This design comes from an exercise in tuning for a short achievable clock period and few clock cycles on the open sky130 flow, not from production work.
Function was not checked in any run shown here: the RTL went through the layout flow alone.
No activity file was given, so power comes from the tool's default toggle rates.

## config.mk

```make
export PLATFORM = sky130hd
export DESIGN_NAME = cpu
export DESIGN_NICKNAME = cpu
export VERILOG_FILES = /design/flow/design.v
export SDC_FILE = /design/flow/constraint.sdc
export NUM_CORES = 4
export LEC_CHECK = 0
export CAP_MARGIN = 20
export CORE_MARGIN = 2
export CORE_UTILIZATION = 40
export PLACE_DENSITY = 0.6
export SLEW_MARGIN = 20
export SYNTH_HIERARCHICAL = 1
```

## constraint.sdc

```tcl
create_clock -name core_clock -period 13.0 [get_ports {clk}]
set_input_delay 2.6000 -clock core_clock [delete_from_list [all_inputs] [get_ports {clk}]]
set_output_delay 2.6000 -clock core_clock [all_outputs]
set_load 0.01 [all_outputs]
```

## design.v

```verilog
module pcinc(input  [15:0] pc,
             output [15:0] pc2,
             output [10:0] hip, him);
  assign pc2 = pc + 16'd2;
  assign hip = pc[15:5] + 11'd1;
  assign him = pc[15:5] - 11'd1;
endmodule
module cmux #(parameter WIDTH = 11)
             (input              s,
              input  [WIDTH-1:0] d1, d0,
              output [WIDTH-1:0] y);
  assign y = s ? d1 : d0;
endmodule
module cpu(input         clk, reset,
           input  [15:0] dataout, instruction,
           output        MemRd, MemWr,
           output [15:0] datain, instrAddr, dataAddr);
  reg [15:0] pc;           
  reg [15:0] ras;          
  reg        xv;           
  reg [7:1]  xao, xbo;     
  reg [7:0]  xsa, xsb;     
  reg [2:0]  xd;           
  reg        xwe;          
  reg        xand, xcall, xsub;  
  reg        ximm;         
  reg [15:0] xi;           
  reg        xld, xbyte, xsx, xst, xsv;
  reg [8:0]  xs9;          
  reg [2:0]  xm;           
  reg        xret, xpt;    
  reg [15:0] xpc2, xbt;    
  reg [15:0] xrt;          
  reg        xla, xlb;     
  reg [15:0] mres, mdata;
  reg [7:1]  mwe;          
  reg        mld, mbyte, msx, mwr;
  reg [15:0] r1, r2, r3, r4, r5, r6, r7;
  wire [7:0]  xdo = 8'd1 << xd;
  wire [15:0] av = ({16{xsa[0]}} & mres) | ({16{xsa[1]}} & r1) | ({16{xsa[2]}} & r2) |
                   ({16{xsa[3]}} & r3)   | ({16{xsa[4]}} & r4) | ({16{xsa[5]}} & r5) |
                   ({16{xsa[6]}} & r6)   | ({16{xsa[7]}} & r7);
  wire [15:0] bv = ({16{xsb[0]}} & mres) | ({16{xsb[1]}} & r1) | ({16{xsb[2]}} & r2) |
                   ({16{xsb[3]}} & r3)   | ({16{xsb[4]}} & r4) | ({16{xsb[5]}} & r5) |
                   ({16{xsb[6]}} & r6)   | ({16{xsb[7]}} & r7);
  wire        st = xv & (xla | xlb);           
  wire        go = xv & ~st;                   
  wire [15:0] bop = ximm ? xi : xsub ? ~bv : bv;
  wire [15:0] sum = av + bop + {15'd0, xsub};
  wire [15:0] res = xcall ? xpc2 : xand ? (av & bop) : sum;
  wire        eq = (av == bv);
  wire        lt = (av[15] ^ bv[15]) ? av[15] : (av[14:0] < bv[14:0]);   
  wire        mbr = eq ? xm[2] : lt ? xm[1] : xm[0];
  wire        mis = go & (mbr | (xret & (av != xrt)));
  wire [15:0] redir = xret ? av : xpt ? xpc2 : xbt;
  wire [15:0] i  = instruction;
  wire [3:0]  op = i[15:12];
  wire [15:0] pc2;
  wire [10:0] hip, him;
  pcinc pci(pc, pc2, hip, him);
  wire [5:0]  lo = {1'b0, pc[4:0]} + {1'b0, i[4:0]};
  wire        c5 = lo[5];    
  wire [15:0] jt = {pc2[15:13], i[11:0], 1'b0};
  wire fbr  = (op[3:2] == 2'b10);
  wire fj   = (op[3:1] == 3'b110);
  wire fret = (op == 4'd14);
  wire fpt  = i[4] | op[0] | (~op[1] & i[11]);    
  wire sj   = fj;
  wire sr   = fret;
  wire sb   = fbr & fpt;
  wire ss   = ~(sj | sr | sb);
  wire [10:0] bt1 = i[4] ? pc[15:5] : hip;
  wire [10:0] bt0 = i[4] ? him : pc[15:5];
  wire [10:0] bth;
  cmux #(11) btm(c5, bt1, bt0, bth);
  wire [15:0] bt = {bth, lo[4:0]};
  wire [15:0] keep = mis ? redir : pc;
  wire        usek = mis | st;
  wire [15:0] nb  = ({16{sj}} & jt) | ({16{sr}} & ras) | ({16{ss}} & pc2);
  wire [15:0] n1  = usek ? keep : nb | {{11{sb}} & bt1, {5{sb}} & lo[4:0]};
  wire [15:0] n0  = usek ? keep : nb | {{11{sb}} & bt0, {5{sb}} & lo[4:0]};
  wire [15:0] pcd;
  cmux #(11) pcm(c5, n1[15:5], n0[15:5], pcd[15:5]);
  assign pcd[4:0] = n0[4:0];
  reg [2:0] ftk;
  always @(*)
    case (op[1:0])
      2'd0: ftk = 3'b110;    
      2'd1: ftk = 3'b101;    
      2'd2: ftk = 3'b100;    
      default: ftk = 3'b011;  
    endcase
  wire fR    = ~op[3] & ~op[2] & ~(op[1] & op[0]);           
  wire fA75  = (~op[3] & (op[2] | (op[1] & op[0]))) | (fbr & ~i[11]);
  wire fA7   = fret;
  wire fA119 = (op == 4'd15);
  wire fB108 = (op == 4'd7) | fbr;
  wire [7:0] d86  = 8'd1 << i[8:6];
  wire [7:0] d75  = 8'd1 << i[7:5];
  wire [7:0] d119 = 8'd1 << i[11:9];
  wire [7:0] d53  = 8'd1 << i[5:3];
  wire [7:0] d108 = 8'd1 << i[10:8];
  wire [7:0] fao = ({8{fR}} & d86) | ({8{fA75}} & d75) | ({8{fA119}} & d119) | ({8{fA7}} & 8'h80);
  wire [7:0] fbo = ({8{fR}} & d53) | ({8{fB108}} & d108);
  wire [7:1] xwd = {7{xv & xwe}} & xdo[7:1];
  wire       ffa = |(fao[7:1] & xwd);
  wire       ffb = |(fbo[7:1] & xwd);
  wire [2:0] fd  = fR ? i[11:9] : (op == 4'd13) ? 3'd7 : i[10:8];
  wire       fwe = (fR | (~op[3] & (op[2] ^ (op[1] & op[0]))) | (op == 4'd13)) & (fd != 3'd0);
  wire       fimm = ~fR;
  wire       fld  = (op == 4'd5) | (op == 4'd6);
  wire       fst  = (op == 4'd7) | (op == 4'd15);
  wire       fsv  = (op == 4'd15);
  wire       fand = (op == 4'd0) | (op == 4'd4);
  wire       fsub = (op == 4'd2);
  wire [15:0] fi  = (op == 4'd15) ? 16'd0 : {{11{i[4] & (op != 4'd4)}}, i[4:0]};
  always @(posedge clk or posedge reset)
    if (reset) begin
      pc <= 16'd0;
      xv <= 1'b0;
    end else begin
      pc <= pcd;
      xv <= ~mis;       
    end
  always @(posedge clk)
    if (!st && op == 4'd13) ras <= pc2;
  always @(posedge clk)
    if (st) begin
      xsa <= {xao, 1'b0}; xsb <= {xbo, 1'b0}; xla <= 1'b0; xlb <= 1'b0;
    end else begin
      xao <= fao[7:1]; xbo <= fbo[7:1];
      xsa <= {fao[7:1] & ~xwd, ffa};
      xsb <= {fbo[7:1] & ~xwd, ffb};
      xla <= ffa & xld; xlb <= ffb & xld;
      xd <= fd; xwe <= fwe; xand <= fand; xsub <= fsub; xcall <= (op == 4'd13);
      ximm <= fimm; xi <= fi;
      xld <= fld; xbyte <= (op == 4'd6); xsx <= i[11]; xst <= fst; xsv <= fsv;
      xs9 <= i[8:0];
      xm <= fbr ? (ftk ^ {3{fpt}}) : 3'b000;
      xret <= fret; xpt <= fpt;
      xpc2 <= pc2; xbt <= bt; xrt <= ras;
    end
  always @(posedge clk or posedge reset)
    if (reset) begin
      mwe <= 7'd0; mld <= 1'b0; mwr <= 1'b0;
    end else begin
      mwe <= (go & xwe) ? xdo[7:1] : 7'd0; mld <= go & xld; mwr <= go & xst;
    end
  always @(posedge clk) begin
    mres  <= res;
    mdata <= xsv ? {{7{xs9[8]}}, xs9} : bv;
    mbyte <= xbyte;
    msx   <= xsx;
  end
  wire [15:0] ldv = mbyte ? {{8{msx & dataout[7]}}, dataout[7:0]} : dataout;
  wire [15:0] wv  = mld ? ldv : mres;
  always @(posedge clk) begin
    if (mwe[1]) r1 <= wv;
    if (mwe[2]) r2 <= wv;
    if (mwe[3]) r3 <= wv;
    if (mwe[4]) r4 <= wv;
    if (mwe[5]) r5 <= wv;
    if (mwe[6]) r6 <= wv;
    if (mwe[7]) r7 <= wv;
  end
  assign instrAddr = pc;
  assign dataAddr  = mres;
  assign datain    = mdata;
  assign MemRd     = mld;
  assign MemWr     = mwr;
endmodule
```

## flow/run.sh

```bash
#!/bin/bash
# Own flow: the standard layout, with two changes to how it is made (the clock period
# and constraints are unchanged):
#  - the port buffers that buffer_ports inserts are plain buffers (buf_2), not whatever cell
#    it picks by default (a delay cell on this platform);
#  - repair_timing aims for more setup slack than the default.
set -euo pipefail
bash standard.sh SETUP_SLACK_MARGIN=9.2 'BUFFER_PORTS_ARGS=-buffer_cell sky130_fd_sc_hd__buf_2' finish > flow_standard.log 2>&1
```

## standard.sh

```bash
#!/bin/bash
# synth_recipe.tcl (not shown) runs the flow's synth.tcl, then flattens the netlist and writes it again
# the make line also repeats each setting of config.mk as NAME=value (left out here)
make -C /OpenROAD-flow-scripts/flow DESIGN_CONFIG=/design/flow/config.mk WORK_HOME=/design/flow/orfs CLKGATE_MAP_FILE= SYNTH_SCRIPT=/design/flow/synth_recipe.tcl "${@:-finish}"
```

==> results of run 1 <==
## synth_stat cells (19+ instances only)
library cell  count  area, um^2
o221ai_1         19         166
nand4_1          34         213
mux2_4           20         300
xnor2_1          46         403
ha_1             41         513
inv_1            43         161
a22oi_1         124         931
clkbuf_1         56         210
a21oi_1          80         400
nor2_1           97         364
edfxtp_1        223        6700
dfxtp_1          52        1040
mux2_2           51         574
xor2_1           35         307
nand2_1          59         221
o21ai_0          40         200
dfrtp_1          26         651
## power by group through the flow
stage | clock network, mW | registers [mW] | logic (mW)
floorplan | 0 | 1.39 | 0.788
global placement | 0 | 1.49 | 1.01
detailed placement | 0 | 1.49 | 1.03
CTS | 0.993 | 1.44 | 1.16
global route | 1.03 | 1.45 | 1.38
finish | 0.985 | 1.44 | 1.29
## worst reg2reg max path: stages, from the launching register on
cell and delay (ns):
dfxtp_2 0.32, buf_12 0.12, buf_4 0.17, a22oi_1 0.21, nand4_1 0.27, inv_1 0.21, ha_4 0.17, nand4_1 0.21
nor4_1 0.25, nor4b_4 0.36, mux2i_1 0.15, o21ai_2 0.20, o31ai_4 0.11, buf_12 0.16, buf_4 0.14, nand3_4 0.16
o221ai_1 0.19, mux2_4 0.29
## area by class of cell
cell class              count  share of cell area (%)
repair buffers            203                    8.34
diodes                      1                  0.0129
inverters                  45                   0.936
multi-input cells         908                    37.7
clock buffers              49                    5.11
well taps                 518                    3.34
clock inverters            15                   0.904
flip-flops and latches    301                    43.6
## cell families (layout without fill, tap and decap cells)
kind of cell               after synthesis  after routing  share of synthesized area (%)
xor gates and xnor gates                82             82                           4.61
muxes                                   89             89                           6.69
AOI/OAI and AO/OA                      372            372                           16.8
other                                    0              1                              0
DFF                                    301            301                           53.2
adders and majority gates               45             45                           3.71
and+or+nand+nor                        316            320                           10.6
buffers and inverters                  140            312                           4.34
## placed cells by master (no fill, tap or decap), types with 9 or more instances in the layout
| cell | count |
|---|---|
| nor2b_1 | 11 |
| dfxtp_2 | 10 |
| inv_1 | 37 |
| dfxtp_1 | 35 |
| o221ai_1 | 18 |
| xnor2_1 | 44 |
| edfxtp_1 | 223 |
| dfrtp_1 | 9 |
| a21boi_2 | 14 |
| mux2_4 | 21 |
| a21oi_1 | 73 |
| nor2_1 | 92 |
| nand4_1 | 34 |
| mux2_2 | 50 |
| and3_1 | 10 |
| clkbuf_16 | 37 |
| o21ai_0 | 32 |
| clkbuf_1 | 9 |
| buf_2 | 72 |
| dfrtp_2 | 15 |
| a22oi_1 | 121 |
| xor2_1 | 35 |
| buf_4 | 103 |
| nand2_1 | 55 |
| ha_1 | 33 |
| mux2i_1 | 18 |
| nor4_1 | 10 |
| buf_12 | 12 |
| nand3_1 | 16 |
| nor3_1 | 14 |
| a222oi_1 | 13 |
## Yosys stat by module, one instance, submodules excluded, excerpt
module,flip-flops and latches,times used,cells
cpu,301,1,1232
pcinc,0,1,89
## worst min-delay path by stage
stage                       end  start  slack [ns]  depth (start not counted)
after floorplan           mbyte  xbyte        0.32                          0
after global placement      msx    xsx        0.35                          0
after detailed placement    msx    xsx        0.36                          0
after CTS                   msx    xsx        0.37                          0
after global routing        msx    xsx        0.37                          0
final                       msx    xsx        0.37                          0
## through the flow
stage          utilization [%]  instance area (um^2)  total power [mW]  setup WS, ns
2_1_floorplan                -                 16100              2.18          8.57
3_3_place_gp              42.9                 16600              2.50          7.39
3_5_place_dp              42.9                 16600              2.53          7.26
4_1_cts                   48.2                 18700              3.60          9.00
5_1_grt                   50.0                 19400              3.86          8.93
6_report                  50.0                 19400              3.72          8.98
## repair_timing
| action | CTS | global route |
|---|---|---|
| pin swaps | 40 | 55 |
| cloned | 4 | 2 |
| endpoints found under the setup margin | 89 | 65 |
| resized for setup | 123 | 59 |
| buffers inserted | 56 | 45 |
## layer usage
layer / up-vias / GRT usage (%) / routed length, um
li1: 5464 / - / -
met1: 6078 / 36.0 / 22200
met4: 2 / 9.67 / 2070
met3: 131 / 4.74 / 5650
met5: - / 0 / 7
met2: 771 / 37.0 / 23000
==> run notes, run 1 <==
WHS = 0.366 ns
largest fanout on the critical path = 8
first-pass GRT wire length = 76.6 mm
CTS Hold Bufs = 0
worst path cell trace = buf_12 > nor2b_4 > or3_4 > nor2b_4 > nor3_4 > buf_12 > a222oi_1 > a21boi_2 > o221ai_1 > mux2_4
largest net degree at the start of global routing = 67
DIE AREA = 41000 um^2
Iter 0 DRT Violations = 1495
final setup vio count = 0
startpoint types = input pin
final clock skew = 0.0152 ns
critical path capture point = pc[5]
Multi-input gate area = 7320 um^2
fin cells = 2040
WS Path Type = input pin to flop
Critical Path Sink Type = flop
Sw Ratio = 34.4%
area grow syn2layout = 23.0%
DRC viols = 0
reg2reg setup slack = 9.20 ns
Post-DRT Antenna Nets = 0
top-level I/O count = 84
Power Internal = 2.44 mW
register area share after synthesis = 53.2%
crit path buf inv count = 2
post-synthesis cell count = 1345
HPWL after DPL = 33.8 mm
Sum Neg Setup Slack = 0 ns
#FFs+latches synth = 301
total placed cells including tap cells = 1867
Post-synth EDFFs = 223
async set-reset flop share out of synthesis = 8.64%
status = complete, no violations
period utilisation layout = 31.0%
VDD IR max = 0.0000963 V
fraction of layout instances using a drive strength above 1 = 31.9%
row count = 72
Total Nets Final = 1572
port bufs = 83
Reg2Reg Launch Point = xsb[5]
clock period minus worst slack = 4.02 ns
Fill cells = 3448
Final GP Congestion = 0.877
CTS H-tree depth = 2
mapped cell area = 15800 um^2
Worst Tran Pin Value = 1.14 ns
Root Buffer = clkbuf_16
number of global-route vias before repair = 11828
Slew headroom = 24.2%
clk buf depth = 3
slowest CP cell = a222oi_1
unrepaired setup endpoints after global routing = true
Top FF cell, synth = edfxtp_1
first-pass detailed-route iteration total = 6
Fin. Hold Viols = 0
total grt overflow = 0
stages on the worst setup path = 10
CTS Buf Count = 35
Power Density = 192 nW/um^2
WL/cell = 25.9 um
crit path from = instruction[13]
Vias = 12446
die width = 202 um
Combinational Power Share = 34.7%
Leak = 7.39 nW
Critical R2R Capture = pc[10]
max cap viols = 0
cells on worst reg2reg path = 17
register share of total power = 38.8%
Die Y-Extent = 202 um
Worst path top cell family by delay = compound AO/OA/AOI/OAI gates
Slew Viols, Final = 0
clk latency of the worst-skew pair = 0.53 ns
Total GRT Usage = 24.9%
Post-Syn Area per Cell = 11.7 um^2
Via density = 6.10
yosys warns = 7
HP Class = flop to flop
Netlist cell types = 77
Routed WL = 52.9 mm
Switch Pwr = 1.28 mW
core area = 38700 um^2
CTS sink count = 301
clock transition at the registers of the reported paths = 0.06 ns
arrival time worst endpoint = 4.44 ns
Max Fclk = 249 MHz
clock share of power = 26.5%
CTS tree = yes
Reg area = 8450 um^2
Mapped Nets = 1423
Req. time, crit path = 13.42 ns
initial antenna violation count = 1
Critical Path Max Stage Delay = 0.36 ns
Initial Utilization = 40.7%
==> inputs of run 2 (changes only) <==
--- a/flow/run.sh
+++ b/flow/run.sh
@@ -5,4 +5,4 @@
 #    it picks by default (a delay cell on this platform);
 #  - repair_timing aims for more setup slack than the default.
 set -euo pipefail
-bash standard.sh SETUP_SLACK_MARGIN=9.2 'BUFFER_PORTS_ARGS=-buffer_cell sky130_fd_sc_hd__buf_2' finish > flow_standard.log 2>&1
+bash standard.sh SETUP_SLACK_MARGIN=9.2 MATCH_CELL_FOOTPRINT=0 'BUFFER_PORTS_ARGS=-buffer_cell sky130_fd_sc_hd__buf_2' finish > flow_standard.log 2>&1
==> run 2 against run 1 <==
Net effect:
- utilization grew 0.35 points
- cell area increased by 0.69%
- via count increased by 0.49%
- routed wire length up 1.5%
- register-to-register slack improved by 0.02 ns
- largest cell class unchanged
- maximum frequency barely moved
- global-route usage up 0.20 points
- first-iteration DRC count is 1.3% higher
- sequential share of layout area decreased by 0.33 points
==> run notes, run 2 <==
status = complete, no violations
Final GP Congestion = 0.911 (+3.8%)
fraction of layout instances using a drive strength above 1 = 33.8% (+1.9 points)
HPWL after DPL = 34.0 mm (+0.37%)
Critical Path Sink Type = flop
Slew headroom = 23.0% (-1.2 points)
Synth top area share = 42.5% (unchanged)
register area share after synthesis = 53.2% (unchanged)
clk buf depth = 3 (unchanged)
clk latency of the worst-skew pair = 0.54 ns (about the same)
Routed WL = 53.7 mm (+1.5%)
cell mode on critical path = ha_4
Leak = 7.47 nW (+1.1%)
final instance area = 19500 um^2 (+0.69%)
CTS H-tree depth = 2 (unchanged)
WS Path Type = input pin to flop
CTS sink count = 301 (unchanged)
mapped cell area = 15800 um^2 (unchanged)
Die Y-Extent = 202 um (unchanged)
Synth top cells by count = edfxtp_1, a22oi_1, nor2_1
Netlist cell types = 77 (unchanged)
async set-reset flop share out of synthesis = 8.64% (unchanged)
Power, Total = 3.76 mW (+1.1%)
Total Nets Final = 1581 (+0.57%)
worst path cell trace = buf_12 > ha_4 > inv_4 > ha_4 > nor2b_4 > or3b_4 > o21ai_2 > a21o_1 > nor2b_1 > a21oi_1 > a31oi_2 > and2_1
CTS Hold Bufs = 0 (unchanged)
startpoint types = input pin
Vias = 12507 (+0.49%)
Fin. Hold Viols = 0 (unchanged)
largest fanout on the critical path = 5 (-3)
initial antenna violation count = 1 (unchanged)
clock period minus worst slack = 4.02 ns (-0.00333 ns)
most frequent cells in the layout = edfxtp_1, a22oi_1, buf_4, nor2_1, buf_2
Post-synth EDFFs = 223 (unchanged)
count leader, synth = edfxtp_1
WL/cell = 26.2 um (+1.1%)
Post-Syn Area per Cell = 11.7 um^2 (unchanged)
DRC viols = 0 (unchanged)
HP Class = flop to flop
main area contributors after synthesis = edfxtp_1, dfxtp_1, a22oi_1
largest net degree at the start of global routing = 59 (-12%)
Post-DRT Antenna Nets = 0 (unchanged)
row count = 72 (unchanged)
Req. time, crit path = 13.47 ns (+0.05 ns)
post-synthesis cell count = 1345 (unchanged)
first-pass detailed-route iteration total = 6 (unchanged)
first-pass GRT wire length = 76.8 mm (+0.21%)
total grt overflow = 0 (unchanged)
slowest CP cell = or3b_4
unrepaired setup endpoints after global routing = true
arrival time worst endpoint = 4.49 ns (+0.05 ns)
Total GRT Usage = 25.1% (+0.20 points)
commonest non-fill, non-tap cell in the layout = edfxtp_1
Slew Viols, Final = 0 (unchanged)
VDD IR max = 0.000111 V (+15%)
CTS tree = yes
die width = 202 um (unchanged)
placed inst area = 16600 um^2 (-0.26%)
Max Fclk = 249 MHz (about the same)
final clock skew = 0.0306 ns (+0.0154 ns)
Power Density = 192 nW/um^2 (+0.38%)
Via density = 6.11 (+0.15%)
Initial Utilization = 40.7% (unchanged)
Iter 0 DRT Violations = 1515 (+1.3%)
Root Buffer = clkbuf_16
Critical Path Max Stage Delay = 0.41 ns (+0.05 ns)
DIE AREA = 41000 um^2 (unchanged)
yosys warns = 7 (unchanged)
CTS Buf Count = 34 (-2.9%)
port bufs = 83 (unchanged)
#FFs+latches synth = 301 (unchanged)
number of global-route vias before repair = 11748 (-0.68%)
top-level I/O count = 84 (unchanged)
final setup vio count = 0 (unchanged)
cell taking the most area after synthesis = edfxtp_1
Worst Tran Pin Value = 1.16 ns (+0.0180 ns)
period utilisation layout = 30.9% (about the same)
Top FF cell, synth = edfxtp_1
Sum Neg Setup Slack = 0 ns (unchanged)
core area = 38700 um^2 (unchanged)
Mapped Nets = 1423 (unchanged)
# diodes = 0 (-1)
clock transition at the registers of the reported paths = 0.06 ns (about the same)
max cap viols = 0 (unchanged)
area grow syn2layout = 23.9%
run 2: cell types whose count changed in the layout (fill, tap and decap cells not counted), sizes merged, moves of 3 or more:
cell / before / now
buf: 200 / 209
clkinv: 11 / 14
inv: 46 / 50
clkbuf: 51 / 44
run 2: kinds of logic after synthesis:
logic type / count (synthesis) / share of synthesized area (%)
buffers and inverters: 140 / 4.34
DFF: 301 / 53.2
and+or+nand+nor: 316 / 10.6
AOI/OAI and AO/OA: 372 / 16.8
adders and majority gates: 45 / 3.71
muxes: 89 / 6.69
xor gates and xnor gates: 82 / 4.61
run 2: critical path, delay by kind of cell:
family                     cells  cell delay (ns)
AOI/OAI and AO/OA              4             0.59
buffers and inverters          2             0.15
and+or+nand+nor                4             0.82
adders and majority gates      2             0.32
run 2: cell type report:
type	instances	area (um^2)
tap	518	648
timing repair buffer	213	1720
multi-input combinational	908	7450
clock buffer	40	893
clock inverter	22	180
fill	3432	19200
sequential	301	8450
inverter	45	176
run 2: routing by layer:
layer	track usage (%)	up-vias	routed length, um
met2	37.4	743	24000
met5	0	-	0
met4	7.87	0	1490
met3	5.09	105	5690
met1	36.8	6179	22400
li1	-	5480	-
run 2: path summary, 6_finish.rpt:
check	from	endpoint	slack (ns)	cells after the start
worst max-delay path	instruction[13]	xla	8.98	12
worst min-delay path	xsx	msx	0.41	0
worst max register to register	xsb[1]	pc[15]	9.22	17
worst min register to register	xsx	msx	0.41	0
max in group asynchronous	reset	pc[15]	10.51	3
min in group asynchronous	reset	mwr	2.15	3
run 2: repair_timing:
item / 4_1_cts / 5_1_grt
cloned: 7 / 1
endpoints found under the setup margin: 85 / 66
gates resized for setup: 124 / 103
buffers inserted: 40 / 70
pin swaps: 42 / 59
run 2: report_power, final:
part / internal (mW) / switching (mW)
combinational: 0.637 / 0.734
sequential: 1.27 / 0.180
clock: 0.522 / 0.411
total: 2.43 / 1.32
run 2: modules after synthesis (local to each module, per instance), a selection:
| module | copies in the design | cells |
|---|---|---|
| pcinc | 1 | 89 |
| cpu | 1 | 1232 |
run 2: metrics by stage:
stage	worst slack [ns]	hold WS, ns	cells	utilization [%]
3_5_place_dp	7.28	0.403	1867	42.8
2_1_floorplan	8.64	0.323	1345	-
5_1_grt	8.94	0.404	2047	50.4
3_3_place_gp	7.46	0.366	1867	42.8
6_report	8.98	0.411	2047	50.4
4_1_cts	9.03	0.407	1976	47.6
==> inputs of run 3 (changes only) <==
--- a/flow/run.sh
+++ b/flow/run.sh
@@ -5,4 +5,4 @@
 #    it picks by default (a delay cell on this platform);
 #  - repair_timing aims for more setup slack than the default.
 set -euo pipefail
-bash standard.sh SETUP_SLACK_MARGIN=9.2 MATCH_CELL_FOOTPRINT=0 'BUFFER_PORTS_ARGS=-buffer_cell sky130_fd_sc_hd__buf_2' finish > flow_standard.log 2>&1
+bash standard.sh SETUP_SLACK_MARGIN=9.5 MATCH_CELL_FOOTPRINT=0 'BUFFER_PORTS_ARGS=-buffer_cell sky130_fd_sc_hd__buf_2' finish > flow_standard.log 2>&1
==> run 3 against run 2 <==
Net effect:
- cell area rose by 3.8%
- routed wire length grew 1.1%
- largest power group is now combinational cells
- maximum frequency is 0.67% lower
- critical path type unchanged
- area after synthesis unchanged
- combinational power grew 9%
- hold slack worse by 0.035 ns
- via count increased by 2.6%
- sequential power about the same
==> run notes, run 3 <==
Synth top cells by count = edfxtp_1, a22oi_1, nor2_1
Final GP Congestion = 0.909 (-0.13%)
register area share after synthesis = 53.2% (unchanged)
Reg area = 8510 um^2 (+0.71%)
port bufs = 83 (unchanged)
largest fanout on the critical path = 5 (unchanged)
clk latency of the worst-skew pair = 0.53 ns (about the same)
cells on worst reg2reg path = 13 (-4)
CTS Buf Count = 35 (+2.9%)
DIE AREA = 41000 um^2 (unchanged)
CTS H-tree depth = 2 (unchanged)
simple-gate area share of the yosys netlist = 10.6% (unchanged)
post-synthesis cell count = 1345 (unchanged)
Total GRT Usage = 25.5% (+0.38 points)
largest net degree at the start of global routing = 61 (+3.4%)
HPWL after DPL = 33.9 mm (-0.18%)
clock period minus worst slack = 4.05 ns (+0.0270 ns)
Critical Path Sink Type = flop
Sum Neg Setup Slack = 0 ns (unchanged)
core area = 38700 um^2 (unchanged)
initial antenna violation count = 1 (unchanged)
status = complete, no violations
Hold EP = msx
Reg2Reg Launch Point = xsb[1]
Slew headroom = 24.5% (+1.5 points)
Top FF cell, synth = edfxtp_1
Iter 0 DRT Violations = 1768 (+17%)
fraction of layout instances using a drive strength above 1 = 36.8% (+3.0 points)
hold_sp = xsx
WL/cell = 25.9 um (-1.1%)
startpoint types = input pin
Fin. Hold Viols = 0 (unchanged)
Fill cells = 3337 (-2.8%)
Critical R2R Capture = pc[10]
pre-CTS WS = 7.33 ns (+0.0497 ns)
Slew Viols, Final = 0 (unchanged)
CTS Hold Bufs = 0 (unchanged)
async set-reset flop share out of synthesis = 8.64% (unchanged)
Post-Syn Area per Cell = 11.7 um^2 (unchanged)
xor/xnor cell area share of the yosys netlist = 4.61% (unchanged)
Worst Tran Pin Value = 1.13 ns (-0.0224 ns)
Leak = 7.74 nW (+3.7%)
CTS sink count = 301 (unchanged)
Power Density = 191 nW/um^2 (-0.60%)
final setup vio count = 0 (unchanged)
clock transition at the registers of the reported paths = 0.06 ns (about the same)
Netlist cell types = 77 (unchanged)
Via density = 6.13 (+0.35%)
Root Buffer = clkbuf_16
Power, Total = 3.88 mW (+3.2%)
mux cell area share after synthesis = 6.69% (unchanged)
placed inst area = 16700 um^2 (+0.81%)
clk buf depth = 3 (unchanged)
Multi-input gate area = 7510 um^2 (+0.87%)
Total Nets Final = 1624 (+2.7%)
first-pass GRT wire length = 78.0 mm (+1.6%)
main area contributors after synthesis = edfxtp_1, dfxtp_1, a22oi_1
Mapped Nets = 1423 (unchanged)
period utilisation layout = 31.1% (+0.21 points)
total grt overflow = 0 (unchanged)
commonest non-fill, non-tap cell in the layout = edfxtp_1
Worst Slack Setup Final = 8.95 ns (-0.0270 ns)
unrepaired setup endpoints after global routing = true
area grow syn2layout = 28.6%
adder-cell share of the synthesized area = 3.71% (unchanged)
yosys warns = 7 (unchanged)
final clock skew = 0.0253 ns (-0.00529 ns)
mapped cell area = 15800 um^2 (unchanged)
count leader, synth = edfxtp_1
Core Util, Final = 52.3% (+1.9 points)
post-synthesis compound-gate area fraction = 16.8% (unchanged)
max cap viols = 0 (unchanged)
HP Class = flop to flop
die width = 202 um (unchanged)
row count = 72 (unchanged)
Routed WL = 54.2 mm (+1.1%)
Worst Hold Path Cells = 0 (unchanged)
Post-DRT Antenna Nets = 0 (unchanged)
Initial Utilization = 40.7% (unchanged)
cell taking the most area after synthesis = edfxtp_1
VDD IR max = 0.000136 V (+23%)
Vias = 12827 (+2.6%)
CTS tree = yes
first-pass detailed-route iteration total = 9 (+3)
number of global-route vias before repair = 11846 (+0.83%)
reg2reg setup slack = 9.25 ns (+0.03 ns)
top-level I/O count = 84 (unchanged)
largest family of logic cells by synthesized area = compound AO/OA/AOI/OAI gates
Synth top area share = 42.5% (unchanged)
Req. time, crit path = 13.39 ns (-0.08 ns)
DRC viols = 0 (unchanged)
Die Y-Extent = 202 um (unchanged)
final instance area = 20300 um^2 (+3.8%)
most frequent cells in the layout = edfxtp_1, buf_4, a22oi_1, nor2_1, a21oi_1
arrival time worst endpoint = 4.44 ns (-0.05 ns)
WS Path Type = input pin to flop
Post-synth EDFFs = 223 (unchanged)
Max Fclk = 247 MHz (-0.67%)
#FFs+latches synth = 301 (unchanged)
==> run 3: layer usage <==
layer / up-vias / share of wire, % / global-route usage (%)
met1: 6308 / 41 / 35.8
met2: 809 / 43 / 37.8
met5: - / 0 / 0
met4: 0 / 4.5 / 10.7
li1: 5570 / - / -
met3: 140 / 11 / 6.24
==> run 3: worst max-delay path by stage <==
stage                         start  endpoint  depth (start not counted)
floorplan           instruction[11]    pc[14]                          9
global placement     instruction[4]     pc[5]                          8
detailed placement   instruction[4]    pc[11]                          8
CTS                 instruction[12]       xla                         12
global route        instruction[13]    pc[11]                         10
finish              instruction[13]    pc[11]                         10
==> run 3: final cells by class <==
class / instances / area share (%)
Antenna cell: 1 / 0.0123
Clock buffer: 49 / 4.79
Clock inverter: 15 / 0.617
Inverter: 45 / 0.920
Multi-Input combinational cell: 910 / 37.1
Sequential cell: 301 / 42.0
Tap cell: 518 / 3.20
Timing Repair Buffer: 253 / 11.4
==> run 3: logic make-up (layout without fill, tap and decap cells) <==
group,after synthesis,after routing
compound gates,372,372
xor+xnor,82,82
fa+ha+maj,45,45
buf+inv,140,362
flops,301,301
mux,89,89
other cells,0,1
simple gates,316,322
==> run 3: power by group <==
part,switching (mW),internal [mW],leakage (nW)
logic,0.788,0.711,4.25
clock network,0.394,0.545,0.523
registers,0.153,1.28,2.97
total,1.33,2.54,7.74
==> run 3: what timing repair did <==
item,4_1_cts,5_1_grt
gates cloned,6,3
gates resized for setup,218,77
pin swaps,65,59
endpoints found under the setup margin,118,129
buffers inserted,114,36
==> run 3: worst max-delay path, cell delays in order <==
cell      delay (ns)
buf_12          0.11
nor2b_4         0.11
or3_4           0.15
nor2b_4         0.24
nor3_4          0.07
buf_6           0.13
a222oi_1        0.34
a21boi_2        0.28
o221ai_2        0.14
mux2_4          0.28
==> run 3: per-module statistics from Yosys, one instance, submodules excluded, a selection <==
module	cell area (um^2)	flip-flops and latches
pcinc	668	0
cpu	14700	301
==> run 3: per-stage QoR <==
stage | instances | hold WS [ns]
final | 2092 | 0.376
after global routing | 2092 | 0.388
after CTS | 2051 | 0.379
after detailed placement | 1867 | 0.369
after global placement | 1867 | 0.381
after floorplan | 1345 | 0.323
==> inputs of run 4 (changes only) <==
--- a/design.v
+++ b/design.v
@@ -36,6 +36,10 @@
   reg [7:1]  mwe;          
   reg        mld, mbyte, msx, mwr;
   reg [15:0] r1, r2, r3, r4, r5, r6, r7;
+  reg [7:1]  zf, nf;       
+  reg [15:0] xni;          
+  reg        xaddi;        
+  reg        xzk;          
   wire [7:0]  xdo = 8'd1 << xd;
   wire [15:0] av = ({16{xsa[0]}} & mres) | ({16{xsa[1]}} & r1) | ({16{xsa[2]}} & r2) |
                    ({16{xsa[3]}} & r3)   | ({16{xsa[4]}} & r4) | ({16{xsa[5]}} & r5) |
@@ -53,6 +57,13 @@
   wire        mbr = eq ? xm[2] : lt ? xm[1] : xm[0];
   wire        mis = go & (mbr | (xret & (av != xrt)));
   wire [15:0] redir = xret ? av : xpt ? xpc2 : xbt;
+  wire        xz  = xaddi ? (av == xni) : xand ? ((av & bop) == 16'd0) : eq;
+  wire        mz  = (mres == 16'd0);
+  wire [7:1]  mw  = mwe & {7{~mld}};
+  wire [7:1]  ez  = (xwd & {7{xz}}) | (~xwd & mw & {7{mz}}) | (~xwd & ~mwe & zf);
+  wire [7:1]  en  = (~xwd & mw & {7{mres[15]}}) | (~xwd & ~mwe & nf);
+  wire [7:1]  ekz = (xwd & {7{xzk}}) | (~xwd & ~(mwe & {7{mld}}));    
+  wire [7:1]  ekn = ~xwd & ~(mwe & {7{mld}});                           
   wire [15:0] i  = instruction;
   wire [3:0]  op = i[15:12];
   wire [15:0] pc2;
@@ -64,7 +75,16 @@
   wire fbr  = (op[3:2] == 2'b10);
   wire fj   = (op[3:1] == 3'b110);
   wire fret = (op == 4'd14);
-  wire fpt  = i[4] | op[0] | (~op[1] & i[11]);    
+  wire fps  = i[4] | op[0] | (~op[1] & i[11]);    
+  wire [7:0] rdo = 8'd1 << i[10:8];
+  wire       rz  = rdo[0] | |(rdo[7:1] & ez);
+  wire       rn  = |(rdo[7:1] & en);
+  wire       rkz = rdo[0] | |(rdo[7:1] & ekz);
+  wire       rkn = rdo[0] | |(rdo[7:1] & ekn);
+  wire       fzc = i[11] | (i[7:5] == 3'd0);       
+  wire       rtk = op[1] ? (op[0] ^ rz) : op[0] ? (rn | rz) : ~rn;
+  wire       rkn2 = op[1] ? rkz : (rkz & rkn);
+  wire fpt  = (fzc & rkn2) ? rtk : fps;
   wire sj   = fj;
   wire sr   = fret;
   wire sb   = fbr & fpt;
@@ -138,6 +158,8 @@
       xs9 <= i[8:0];
       xm <= fbr ? (ftk ^ {3{fpt}}) : 3'b000;
       xret <= fret; xpt <= fpt;
+      xni <= 16'd0 - fi; xaddi <= (op == 4'd3);
+      xzk <= (op == 4'd3) | (op == 4'd2) | (op == 4'd0) | (op == 4'd4);
       xpc2 <= pc2; xbt <= bt; xrt <= ras;
     end
   always @(posedge clk or posedge reset)
@@ -163,6 +185,16 @@
     if (mwe[6]) r6 <= wv;
     if (mwe[7]) r7 <= wv;
   end
+  wire wz = (wv == 16'd0);
+  always @(posedge clk) begin
+    if (mwe[1]) begin zf[1] <= wz; nf[1] <= wv[15]; end
+    if (mwe[2]) begin zf[2] <= wz; nf[2] <= wv[15]; end
+    if (mwe[3]) begin zf[3] <= wz; nf[3] <= wv[15]; end
+    if (mwe[4]) begin zf[4] <= wz; nf[4] <= wv[15]; end
+    if (mwe[5]) begin zf[5] <= wz; nf[5] <= wv[15]; end
+    if (mwe[6]) begin zf[6] <= wz; nf[6] <= wv[15]; end
+    if (mwe[7]) begin zf[7] <= wz; nf[7] <= wv[15]; end
+  end
   assign instrAddr = pc;
   assign dataAddr  = mres;
   assign datain    = mdata;
--- a/flow/run.sh
+++ b/flow/run.sh
@@ -5,4 +5,4 @@
 #    it picks by default (a delay cell on this platform);
 #  - repair_timing aims for more setup slack than the default.
 set -euo pipefail
-bash standard.sh SETUP_SLACK_MARGIN=9.5 MATCH_CELL_FOOTPRINT=0 'BUFFER_PORTS_ARGS=-buffer_cell sky130_fd_sc_hd__buf_2' finish > flow_standard.log 2>&1
+bash standard.sh SETUP_SLACK_MARGIN=9.2 'BUFFER_PORTS_ARGS=-buffer_cell sky130_fd_sc_hd__buf_2' finish > flow_standard.log 2>&1
==> run 4 against run 3 <==
Net effect:
- clock skew is 0.0078 ns lower
- largest power group is now sequential cells
- still clean on timing, DRC and antenna
- die area is 10% higher
- sequential cell count is 22 higher
==> run notes, run 4 <==
largest fanout on the critical path = 7 (+2)
Worst Tran Pin Value = 1.08 ns (-0.0521 ns)
arrival time worst endpoint = 5.16 ns (+0.72 ns)
mapped cell area = 17400 um^2 (+10%)
async set-reset flop share out of synthesis = 8.05% (-0.59 points)
CTS Buf Count = 34 (-2.9%)
Req. time, crit path = 13.40 ns (about the same)
Combinational Power Share = 35.6% (-3.1 points)
total placed cells including tap cells = 2133 (+14%)
clk buf depth = 3 (unchanged)
initial antenna violation count = 2 (+1)
Root Buffer = clkbuf_16
Power Density = 182 nW/um^2 (-4.7%)
Slew headroom = 28.0% (+3.5 points)
row count = 76 (+5.6%)
top-level I/O count = 84 (unchanged)
Initial Utilization = 40.5% (-0.19 points)
CTS H-tree depth = 2 (unchanged)
busiest grt layer = met2
Sum Neg Setup Slack = 0 ns (unchanged)
Reg area = 9130 um^2 (+7.4%)
Power Internal = 2.50 mW (-1.7%)
Multi-input gate area = 8440 um^2 (+12%)
Max Fclk = 210 MHz (-15%)
core area = 43000 um^2 (+11%)
CTS tree = yes
Mapped Nets = 1635 (+15%)
period utilisation layout = 36.6% (+5.4 points)
CTS sink count = 323 (+7.3%)
Post-Syn Area per Cell = 11.2 um^2 (-4.2%)
Netlist cell types = 87 (+13%)
Synth top cells by count = edfxtp_1, a22oi_1, nor2_1
DIE AREA = 45200 um^2 (+10%)
register share of total power = 40.4% (+3.3 points)
WS Path Type = input pin to flop
number of global-route vias before repair = 13288 (+12%)
register area share after synthesis = 52.0% (-1.2 points)
Critical Path Sink Type = flop
largest net degree at the start of global routing = 65 (+6.6%)
status = complete, no violations
area grow syn2layout = 22.4%
clk latency of the worst-skew pair = 0.53 ns (about the same)
yosys warns = 7 (unchanged)
Fill cells = 3865 (+16%)
Leak = 8.16 nW (+5.4%)
clock transition at the registers of the reported paths = 0.06 ns (about the same)
DRC viols = 0 (unchanged)
startpoint types = input pin
Die Y-Extent = 213 um (+5.0%)
Routed WL = 59.4 mm (+9.6%)
#FFs+latches synth = 323 (+7.3%)
fraction of layout instances using a drive strength above 1 = 29.5% (-7.3 points)
Synth top area share = 42.3% (-0.22 points)
Total GRT Usage = 25.9% (+0.37 points)
Total Nets Final = 1786 (+10%)
met2 Usage GRT = 41.3% (+3.5 points)
Post-synth EDFFs = 245 (+9.9%)
final clock skew = 0.0175 ns (-0.00778 ns)
max cap viols = 0 (unchanged)
total grt overflow = 0 (unchanged)
most frequent cells in the layout = edfxtp_1, a22oi_1, buf_4, nor2_1, inv_1
clock period minus worst slack = 4.76 ns (+0.707 ns)
clock share of power = 23.9% (-0.3 points)
GRT met1 Usage = 35.6% (-0.16 points)
Switch Pwr = 1.38 mW (+3.8%)
first-pass detailed-route iteration total = 6 (-3)
die width = 213 um (+5.0%)
Slew Viols, Final = 0 (unchanged)
first-pass GRT wire length = 86.3 mm (+11%)
Vias = 13930 (+8.6%)
Sw Ratio = 35.7% (+1.2 points)
Final GP Congestion = 0.916 (+0.68%)
HP Class = flop to flop
post-synthesis cell count = 1550 (+15%)
final setup vio count = 0 (unchanged)
Top FF cell, synth = edfxtp_1
Iter 0 DRT Violations = 1691 (-4.4%)
Post-DRT Antenna Nets = 0 (unchanged)
main area contributors after synthesis = edfxtp_1, a22oi_1, dfxtp_1
Fin. Hold Viols = 0 (unchanged)
Via density = 6.03 (-1.7%)
WL/cell = 25.7 um (-0.86%)
commonest non-fill, non-tap cell in the layout = edfxtp_1
VDD IR max = 0.0000974 V (-29%)
count leader, synth = edfxtp_1
fin cells = 2312 (+11%)
port bufs = 83 (unchanged)
GR Layer Usage met3 = 3.46% (-2.8 points)
HPWL after DPL = 39.7 mm (+17%)
unrepaired setup endpoints after global routing = true
cell taking the most area after synthesis = edfxtp_1
[run 4: routing by layer]
| metal | routed length [um] | up-vias |
|---|---|---|
| li1 | - | 6202 |
| met1 | 25500 | 6883 |
| met2 | 27300 | 693 |
| met3 | 4120 | 150 |
| met4 | 2550 | 2 |
| met5 | 7 | - |
[run 4: kinds of logic after synthesis]
group,after synthesis,synth area share (%)
buffers and inverters,185,4.50
AOI/OAI and AO/OA,389,15.8
xor gates and xnor gates,97,4.88
muxes,106,6.90
adders and majority gates,51,3.80
and+or+nand+nor,399,12.2
DFF,323,52.0
[run 4: metrics by stage]
stage,util (%),hold WS [ns],area (um^2),setup WS (ns),total power [mW]
after floorplan,-,0.323,17700,7.83,2.32
after global placement,42.9,0.327,18400,6.84,2.69
after detailed placement,42.9,0.329,18400,6.72,2.72
after CTS,47.9,0.343,20600,8.27,3.76
after global routing,49.5,0.351,21300,8.15,4.05
final,49.5,0.343,21300,8.24,3.88
[run 4: final timing paths]
kind                                      start     end  slack [ns]  depth (start not counted)
worst max-delay path            instruction[10]   pc[6]        8.24                         13
worst min-delay path                      xbyte   mbyte        0.34                          0
worst max register to register           xsa[0]   pc[9]        8.42                         15
max in group asynchronous                 reset   pc[8]       10.49                          3
worst min register to register            xbyte   mbyte        0.34                          0
min in group asynchronous                 reset  mwe[3]        2.15                          3
[run 4: what timing repair did]
action / CTS / global route
gates resized for setup: 168 / 75
cloned: 5 / 1
setup buffers: 62 / 49
endpoints found under the setup margin: 102 / 67
hold buffers: 0 / 0
pin swaps: 52 / 50
[run 4: Yosys stat by module (local to each module, per instance), a selection]
module / times used / cells inside / cell area [um^2] / flops+latches
cpu: 1 / 1437 / 16400 / 323
pcinc: 1 / 89 / 681 / 0
[run 4: layout make-up]
class,instances,share of cell area (%)
inverter,84,1.58
tap,585,3.44
clock inverter,12,0.300
antenna,1,0.0118
sequential,323,42.9
multi-input combinational,1046,39.6
timing repair buffer,212,7.59
clock buffer,49,4.57
[run 4: power groups by stage]
stage / Sequential (mW) / Combinational [mW] / Clock (mW)
finish: 1.57 / 1.38 / 0.930
global placement: 1.61 / 1.08 / 0
CTS: 1.58 / 1.25 / 0.939
global route: 1.58 / 1.49 / 0.980
detailed placement: 1.61 / 1.11 / 0
floorplan: 1.49 / 0.832 / 0
[run 4: worst max-delay path, stage by stage]
cell	delay (ns)
buf_12	0.12
xnor2_4	0.12
nand4b_1	0.16
o311ai_4	0.13
a222oi_1	0.38
a41oi_2	0.23
and3_1	0.23
and3_4	0.19
o311ai_4	0.22
buf_6	0.19
nand2b_4	0.20
o211ai_1	0.11
mux2_4	0.28
==> inputs of run 5 (changes only) <==
--- a/design.v
+++ b/design.v
@@ -10,6 +10,12 @@
               input  [WIDTH-1:0] d1, d0,
               output [WIDTH-1:0] y);
   assign y = s ? d1 : d0;
+endmodule
+module nsel #(parameter WIDTH = 11)
+             (input              pt, c,
+              input  [WIDTH-1:0] t1, t0, n,
+              output [WIDTH-1:0] y);
+  assign y = pt ? (c ? t1 : t0) : n;
 endmodule
 module cpu(input         clk, reset,
            input  [15:0] dataout, instruction,
@@ -87,8 +93,6 @@
   wire fpt  = (fzc & rkn2) ? rtk : fps;
   wire sj   = fj;
   wire sr   = fret;
-  wire sb   = fbr & fpt;
-  wire ss   = ~(sj | sr | sb);
   wire [10:0] bt1 = i[4] ? pc[15:5] : hip;
   wire [10:0] bt0 = i[4] ? him : pc[15:5];
   wire [10:0] bth;
@@ -96,12 +100,12 @@
   wire [15:0] bt = {bth, lo[4:0]};
   wire [15:0] keep = mis ? redir : pc;
   wire        usek = mis | st;
-  wire [15:0] nb  = ({16{sj}} & jt) | ({16{sr}} & ras) | ({16{ss}} & pc2);
-  wire [15:0] n1  = usek ? keep : nb | {{11{sb}} & bt1, {5{sb}} & lo[4:0]};
-  wire [15:0] n0  = usek ? keep : nb | {{11{sb}} & bt0, {5{sb}} & lo[4:0]};
+  wire [15:0] nb  = ({16{sj}} & jt) | ({16{sr}} & ras) | ({16{~fbr & ~sj & ~sr}} & pc2);
+  wire [15:0] tn  = usek ? keep : nb | ({16{fbr}} & pc2);             
+  wire [15:0] t1  = usek ? keep : nb | ({16{fbr}} & {bt1, lo[4:0]});  
+  wire [15:0] t0  = usek ? keep : nb | ({16{fbr}} & {bt0, lo[4:0]});  
   wire [15:0] pcd;
-  cmux #(11) pcm(c5, n1[15:5], n0[15:5], pcd[15:5]);
-  assign pcd[4:0] = n0[4:0];
+  nsel #(16) pcm(fpt & fbr, c5, t1, t0, tn, pcd);
   reg [2:0] ftk;
   always @(*)
     case (op[1:0])
==> run 5 against run 4 <==
Net effect:
- still clean
- routed wire length is 2.1% higher
- non-clock buffer count is 15 higher
- final cell count is 3.2% higher
- count of clock-buffer cells in the layout increased by 6
- die area up 1.6%
- register-to-register slack gained 0.25 ns
- hold slack gained 0.028 ns
- sequential share of layout area shrank 1.1 points
- worst setup slack improved by 0.33 ns
- critical path type unchanged
==> run notes, run 5 <==
status = complete, no violations
Synth top cells by count = edfxtp_1, a22oi_1, nor2_1
die width = 214 um (+0.79%)
# diodes = 0 (-1)
Critical R2R Capture = pc[15]
commonest non-fill, non-tap cell in the layout = edfxtp_1
post-synthesis cell count = 1611 (+3.9%)
CTS sink count = 323 (unchanged)
Fin. Hold Viols = 0 (unchanged)
first-pass detailed-route iteration total = 5 (-1)
max cap viols = 0 (unchanged)
async set-reset flop share out of synthesis = 8.05% (unchanged)
CTS H-tree depth = 2 (unchanged)
HPWL after DPL = 39.2 mm (-1.3%)
Mapped Nets = 1697 (+3.8%)
first-pass GRT wire length = 89.6 mm (+3.9%)
reg2reg setup slack = 8.67 ns (+0.25 ns)
Leak = 8.16 nW (about the same)
cell taking the most area after synthesis = edfxtp_1
CTS Buf Count = 36 (+5.9%)
cells on worst reg2reg path = 17 (+2)
Final GP Congestion = 0.914 (-0.12%)
Die Y-Extent = 214 um (+0.79%)
final setup vio count = 0 (unchanged)
Post-Syn Area per Cell = 11.0 um^2 (-2.2%)
Root Buffer = clkbuf_16
Req. time, crit path = 13.40 ns (about the same)
Sum Neg Setup Slack = 0 ns (unchanged)
port bufs = 83 (unchanged)
top-level I/O count = 84 (unchanged)
clock transition at the registers of the reported paths = 0.06 ns (about the same)
worst path cell trace = buf_16 > xor2_4 > nor3_2 > nor2_1 > a211o_1 > a41o_1 > o31ai_1 > o31ai_1 > a41o_1 > or2_4 > and2_4 > nor2_2 > a21oi_2
Initial Utilization = 40.2% (-0.24 points)
most frequent cells in the layout = edfxtp_1, a22oi_1, buf_4, nor2_1, a21oi_1
mapped cell area = 17700 um^2 (+1.6%)
Routed WL = 60.7 mm (+2.1%)
Iter 0 DRT Violations = 1658 (-2.0%)
unrepaired setup endpoints after global routing = true
Reg2Reg Launch Point = xsb[0]
Max Fclk = 226 MHz (+7.4%)
CTS Hold Bufs = 0 (unchanged)
slowest CP cell = or2_4
largest fanout on the critical path = 8 (+1)
crit path from = instruction[8]
number of global-route vias before repair = 14382 (+8.2%)
Netlist cell types = 72 (-17%)
Worst Tran Pin Value = 1.07 ns (-0.0144 ns)
VDD IR max = 0.000108 V (+11%)
period utilisation layout = 34.1% (-2.5 points)
Total Nets Final = 1854 (+3.8%)
register area share after synthesis = 51.2% (-0.82 points)
critical path capture point = pc[15]
WS Path Type = input pin to flop
largest net degree at the start of global routing = 66 (+1.5%)
startpoint types = input pin
Total GRT Usage = 25.6% (-0.27 points)
Post-synth EDFFs = 245 (unchanged)
Power, Total = 4.16 mW (+7.1%)
count leader, synth = edfxtp_1
Critical Path Sink Type = flop
final clock skew = 0.0213 ns (+0.00375 ns)
DRC viols = 0 (unchanged)
initial antenna violation count = 0 (-2)
Top FF cell, synth = edfxtp_1
#FFs+latches synth = 323 (unchanged)
Synth top area share = 41.6% (-0.67 points)
arrival time worst endpoint = 4.83 ns (-0.33 ns)
row count = 77 (+1.3%)
Vias = 14594 (+4.8%)
clock period minus worst slack = 4.43 ns (-0.327 ns)
Via density = 6.12 (+1.5%)
area grow syn2layout = 23.4%
Post-DRT Antenna Nets = 0 (unchanged)
core area = 43900 um^2 (+2.2%)
clk latency of the worst-skew pair = 0.53 ns (about the same)
Slew headroom = 28.9% (+0.96 points)
CTS tree = yes
yosys warns = 7 (unchanged)
DIE AREA = 45900 um^2 (+1.6%)
Power Density = 191 nW/um^2 (+4.6%)
WL/cell = 25.4 um (-1.1%)
Critical Path Max Stage Delay = 0.29 ns (-0.09 ns)
main area contributors after synthesis = edfxtp_1, a22oi_1, dfxtp_1
total grt overflow = 0 (unchanged)
clk buf depth = 3 (unchanged)
fraction of layout instances using a drive strength above 1 = 30.5% (+1.0 points)
Slew Viols, Final = 0 (unchanged)
HP Class = flop to flop
## run 5: cells by family after synthesis
kind of cell	after synthesis	synth area share, %
adders and majority gates	52	3.81
xor gates and xnor gates	96	4.76
muxes	109	6.84
DFF	323	51.2
buffers and inverters	163	4.29
AOI/OAI and AO/OA	456	17.5
and+or+nand+nor	412	11.7
## run 5: through the flow
step	area, um^2	setup slack, ns	hold WS, ns	util, %	instances
after floorplan	18000	8.23	0.323	-	1611
after global placement	18700	7.74	0.367	42.5	2200
after detailed placement	18700	7.62	0.352	42.5	2200
after CTS	21200	8.66	0.365	48.4	2350
after global routing	21800	8.54	0.366	49.7	2386
final	21800	8.57	0.371	49.7	2386
## run 5: power breakdown
group          internal, mW  leakage, nW  total [mW]  switching [mW]
logic                 0.679         4.42        1.56           0.880
registers              1.37         3.17        1.57           0.202
clock network         0.612        0.566        1.03           0.420
total                  2.66         8.16        4.16            1.50
## run 5: how the worst min path moves through the flow
| stage | from | end | slack [ns] | depth (start not counted) |
|---|---|---|---|---|
| after floorplan | xbyte | mbyte | 0.32 | 0 |
| after global placement | xsx | msx | 0.37 | 0 |
| after detailed placement | xsx | msx | 0.35 | 0 |
| after CTS | xsx | msx | 0.36 | 0 |
| after global routing | xsx | msx | 0.37 | 0 |
| final | xsx | msx | 0.37 | 0 |
## run 5: cell type report
class / count / area, um^2
clock buffers: 55 / 1070
clock inverters: 9 / 110
fillers: 3931 / 22100
inverters: 52 / 214
multi-input cells: 1128 / 8740
flip-flops and latches: 323 / 9130
well taps: 592 / 741
repair buffers: 227 / 1820
## run 5: worst max-delay path: cells and delay by family
family | cells | cell delay [ns]
xor gates and xnor gates | 1 | 0.16
buffers and inverters | 1 | 0.11
and+or+nand+nor | 5 | 0.96
AOI/OAI and AO/OA | 6 | 1.00
## run 5: metal layers
metal,track usage (%),wire length (um),vias up
met2,41.3,28100,865
met5,0,0,-
met4,10.7,2680,0
met3,4.64,5570,184
li1,-,-,6452
met1,34.1,24300,7093
## run 5: per-module statistics from Yosys, one instance, submodules excluded, a selection
module / times used / cells inside / flip-flops and latches
cpu: 1 / 1457 / 323
pcinc: 1 / 89 / 0
## run 5: repair_timing
action | 4_1_cts | 5_1_grt
resized for setup | 195 | 74
gates cloned | 7 | 0
pin swaps | 49 | 35
buffers inserted | 79 | 36
setup endpoints to repair | 117 | 64
==> inputs of run 6 (changes only) <==
--- a/design.v
+++ b/design.v
@@ -127,8 +127,11 @@
   wire [7:0] fao = ({8{fR}} & d86) | ({8{fA75}} & d75) | ({8{fA119}} & d119) | ({8{fA7}} & 8'h80);
   wire [7:0] fbo = ({8{fR}} & d53) | ({8{fB108}} & d108);
   wire [7:1] xwd = {7{xv & xwe}} & xdo[7:1];
-  wire       ffa = |(fao[7:1] & xwd);
-  wire       ffb = |(fbo[7:1] & xwd);
+  wire       xw  = xv & xwe;
+  wire       e86 = (i[8:6] == xd), e75 = (i[7:5] == xd), e119 = (i[11:9] == xd);
+  wire       e53 = (i[5:3] == xd), e108 = (i[10:8] == xd), e7 = (xd == 3'd7);
+  wire       ffa = xw & ((fR & e86) | (fA75 & e75) | (fA119 & e119) | (fA7 & e7));
+  wire       ffb = xw & ((fR & e53) | (fB108 & e108));
   wire [2:0] fd  = fR ? i[11:9] : (op == 4'd13) ? 3'd7 : i[10:8];
   wire       fwe = (fR | (~op[3] & (op[2] ^ (op[1] & op[0]))) | (op == 4'd13)) & (fd != 3'd0);
   wire       fimm = ~fR;
==> run 6 against run 5 <==
Net effect:
- count of clock-buffer cells in the layout decreased by 2
- critical path depth down 3
- cell area is 0.78% higher
- die area barely moved
- via count fell by 0.12%
- area after synthesis barely moved
- combinational power up 4%
- largest power group is now combinational cells
- highest routed layer is now met5
==> run notes, run 6 <==
total grt overflow = 0 (unchanged)
Iter 0 DRT Violations = 1662 (+0.24%)
Req. time, crit path = 13.38 ns (-0.02 ns)
HPWL after DPL = 39.3 mm (+0.34%)
Synth top cells by count = edfxtp_1, a22oi_1, a21oi_1
Via density = 6.08 (-0.66%)
register share of total power = 37.1% (-0.6 points)
largest fanout on the critical path = 5 (-3)
largest family of logic cells by synthesized area = compound AO/OA/AOI/OAI gates
critical path capture point = xm[0]
CTS Buf Count = 36 (unchanged)
main area contributors after synthesis = edfxtp_1, a22oi_1, dfxtp_1
pre-CTS WS = 7.38 ns (-0.231 ns)
simple-gate area share of the yosys netlist = 12.1% (+0.45 points)
first-pass GRT wire length = 89.7 mm (about the same)
Slew headroom = 31.5% (+2.6 points)
Worst Tran Pin Value = 1.03 ns (-0.0387 ns)
HP Class = flop to flop
Routed WL = 60.5 mm (-0.34%)
status = complete, no violations
Top FF cell, synth = edfxtp_1
Reg area = 9140 um^2 (+0.21%)
clk buf depth = 3 (unchanged)
DIE AREA = 45900 um^2 (about the same)
async set-reset flop share out of synthesis = 8.05% (unchanged)
Post-DRT Antenna Nets = 0 (unchanged)
Fin. Hold Viols = 0 (unchanged)
number of global-route vias before repair = 14208 (-1.2%)
Sum Neg Setup Slack = 0 ns (unchanged)
reg2reg setup slack = 8.48 ns (-0.19 ns)
post-synthesis cell count = 1630 (+1.2%)
adder-cell share of the synthesized area = 3.87% (+0.059 points)
CTS tree = yes
register area share after synthesis = 51.2% (about the same)
Reg2Reg Launch Point = xsa[3]
clock share of power = 25.1% (+0.3 points)
yosys warns = 7 (unchanged)
Fill cells = 3852 (-2.0%)
core area = 43900 um^2 (unchanged)
Slew Viols, Final = 0 (unchanged)
Final GP Congestion = 0.927 (+1.4%)
Critical R2R Capture = pc[7]
clock period minus worst slack = 4.66 ns (+0.232 ns)
Power Density = 195 nW/um^2 (+2.1%)
WS Path Type = input pin to flop
Vias = 14576 (-0.12%)
arrival time worst endpoint = 5.04 ns (+0.21 ns)
unrepaired setup endpoints after global routing = true
Worst Slack Setup Final = 8.34 ns (-0.232 ns)
top-level I/O count = 84 (unchanged)
Multi-input gate area = 8780 um^2 (+0.52%)
final setup vio count = 0 (unchanged)
Max Fclk = 215 MHz (-5.0%)
Worst Hold Path Cells = 0 (unchanged)
Mapped Nets = 1716 (+1.1%)
Post-synth EDFFs = 245 (unchanged)
mux cell area share after synthesis = 6.84% (about the same)
Critical Path Sink Type = flop
Power Internal = 2.73 mW (+2.6%)
xor/xnor cell area share of the yosys netlist = 5.35% (+0.60 points)
Total Nets Final = 1863 (+0.49%)
Initial Utilization = 40.2% (about the same)
crit path from = instruction[13]
#FFs+latches synth = 323 (unchanged)
DRC viols = 0 (unchanged)
Switch Pwr = 1.56 mW (+3.5%)
post-synthesis compound-gate area fraction = 16.3% (-1.2 points)
period utilisation layout = 35.8% (+1.8 points)
port bufs = 83 (unchanged)
CTS Hold Bufs = 0 (unchanged)
die width = 214 um (about the same)
Synth top area share = 41.6% (about the same)
row count = 77 (unchanged)
clk latency of the worst-skew pair = 0.55 ns (+0.02 ns)
initial antenna violation count = 3 (+3)
cells on worst reg2reg path = 19 (+2)
mapped cell area = 17700 um^2 (about the same)
first-pass detailed-route iteration total = 8 (+3)
Netlist cell types = 80 (+11%)
Total GRT Usage = 25.6% (-0.028 points)
clock transition at the registers of the reported paths = 0.06 ns (about the same)
Root Buffer = clkbuf_16
CTS sink count = 323 (unchanged)
Combinational Power Share = 37.8% (+0.3 points)
VDD IR max = 0.000113 V (+4.7%)
Die Y-Extent = 214 um (about the same)
startpoint types = input pin
largest net degree at the start of global routing = 84 (+27%)
area grow syn2layout = 24.4%
most frequent cells in the layout = edfxtp_1, a22oi_1, nor2_1, buf_4, nand2_1
Post-Syn Area per Cell = 10.8 um^2 (-1.2%)
count leader, synth = edfxtp_1
fraction of layout instances using a drive strength above 1 = 31.1% (+0.65 points)
commonest non-fill, non-tap cell in the layout = edfxtp_1
cell taking the most area after synthesis = edfxtp_1
final clock skew = 0.0211 ns (-0.000166 ns)
Sw Ratio = 36.3% (+0.20 points)
CTS H-tree depth = 2 (unchanged)
Leak = 8.26 nW (+1.3%)
WL/cell = 25.2 um (-0.88%)
max cap viols = 0 (unchanged)
-- run 6: modules after synthesis, one instance, submodules excluded, excerpt --
module  times used  flip-flops and latches  cells  cell area, um^2
pcinc            1                       0     89              681
cpu              1                     323   1476            16500
-- run 6: logic make-up (layout without fill, tap and decap cells) --
| group | after synthesis | after routing |
|---|---|---|
| compound gates | 455 | 455 |
| xor+xnor | 108 | 108 |
| fa+ha+maj | 53 | 53 |
| buf+inv | 163 | 338 |
| flops | 323 | 323 |
| mux | 108 | 108 |
| other cells | 0 | 2 |
| simple gates | 420 | 420 |
-- run 6: power groups by stage --
stage               sequential [mW]  clock, mW  combinational, mW
CTS                            1.58       1.09               1.52
global placement               1.65          0               1.26
finish                         1.59       1.08               1.62
detailed placement             1.65          0               1.28
floorplan                      1.52          0              0.974
global route                   1.60       1.13               1.75
-- run 6: layout make-up --
| class | count | share of cell area (%) |
|---|---|---|
| Sequential cell | 323 | 41.6 |
| Tap cell | 592 | 3.37 |
| Antenna cell | 2 | 0.0228 |
| Inverter | 54 | 1.00 |
| Clock buffer | 53 | 4.85 |
| Timing Repair Buffer | 218 | 8.40 |
| Clock inverter | 13 | 0.825 |
| Multi-Input combinational cell | 1144 | 39.9 |
-- run 6: worst min-delay path by stage --
| stage | start | to | slack [ns] |
|---|---|---|---|
| 2_1_floorplan | xbyte | mbyte | 0.32 |
| 3_3_place_gp | xsx | msx | 0.34 |
| 3_5_place_dp | xsx | msx | 0.36 |
| 4_1_cts | xsx | msx | 0.37 |
| 5_1_grt | xsx | msx | 0.38 |
| 6_report | xsx | msx | 0.36 |
-- run 6: repair_timing --
item	CTS	global route
resized for setup	182	92
setup buffers	71	36
pin swaps	53	51
endpoints found under the setup margin	97	112
cloned	7	0
-- run 6: metal layers --
layer	GRT usage, %	wire, um	vias to the layer above
li1	-	-	6405
met2	40.8	28000	877
met4	10.1	2380	2
met1	34.3	24500	7110
met3	5.18	5550	182
met5	0	13	-
-- run 6: critical path, cell delays in order --
cell and delay, ns:
buf_12 0.10, and2_4 0.14, mux2_4 0.26, a2111o_1 0.37, a2111o_1 0.43, o21ai_4 0.11
nor3b_2 0.07, mux2_4 0.31, or4_4 0.50, a21oi_4 0.15
-- run 6: per-stage QoR --
stage / cell area, um^2 / std cells / total power, mW / hold slack, ns / util [%]
floorplan: 18000 / 1630 / 2.50 / 0.323 / -
global placement: 18700 / 2217 / 2.90 / 0.337 / 42.5
detailed placement: 18700 / 2217 / 2.93 / 0.358 / 42.5
CTS: 21300 / 2361 / 4.19 / 0.370 / 48.4
global route: 22000 / 2397 / 4.47 / 0.382 / 50.0
finish: 22000 / 2399 / 4.28 / 0.362 / 50.1

[what the ideal ports hide]
The results above use ideal ports. As a check the final layouts listed here were re-extracted and re-timed, cells and wires unchanged.
Step 1 sets driving cells, clkbuf_16 on the clock port and buf_2 on the other inputs (assumed; they add their load-dependent delay and slew).
Step 2 also shifts input and output timing later by t, the mid clock arrival at the registers, as if the neighbouring blocks saw the same clock.
a / b / c = ideal / step 1 / step 2; a / b = the first two.
run	t (ns)	setup slack, ns	worst slew at a driven data input, ns
run 1	0.577	8.976 / 8.961 / 8.384	0.08
run 2	0.583	8.979 / 8.972 / 8.389	0.07
run 3	0.575	8.952 / 8.940 / 8.364	0.08
run 4	0.569	8.245 / 8.213 / 7.644	0.12
run 5	0.579	8.572 / 8.537 / 7.959	0.13
run 6	0.601	8.340 / 8.332 / 7.731	0.23
After both steps setup and hold are still met in every run listed. For run 5, which loses most, drivers alone change the setup slack by -0.035 ns; drivers and shift together by -0.613 ns.
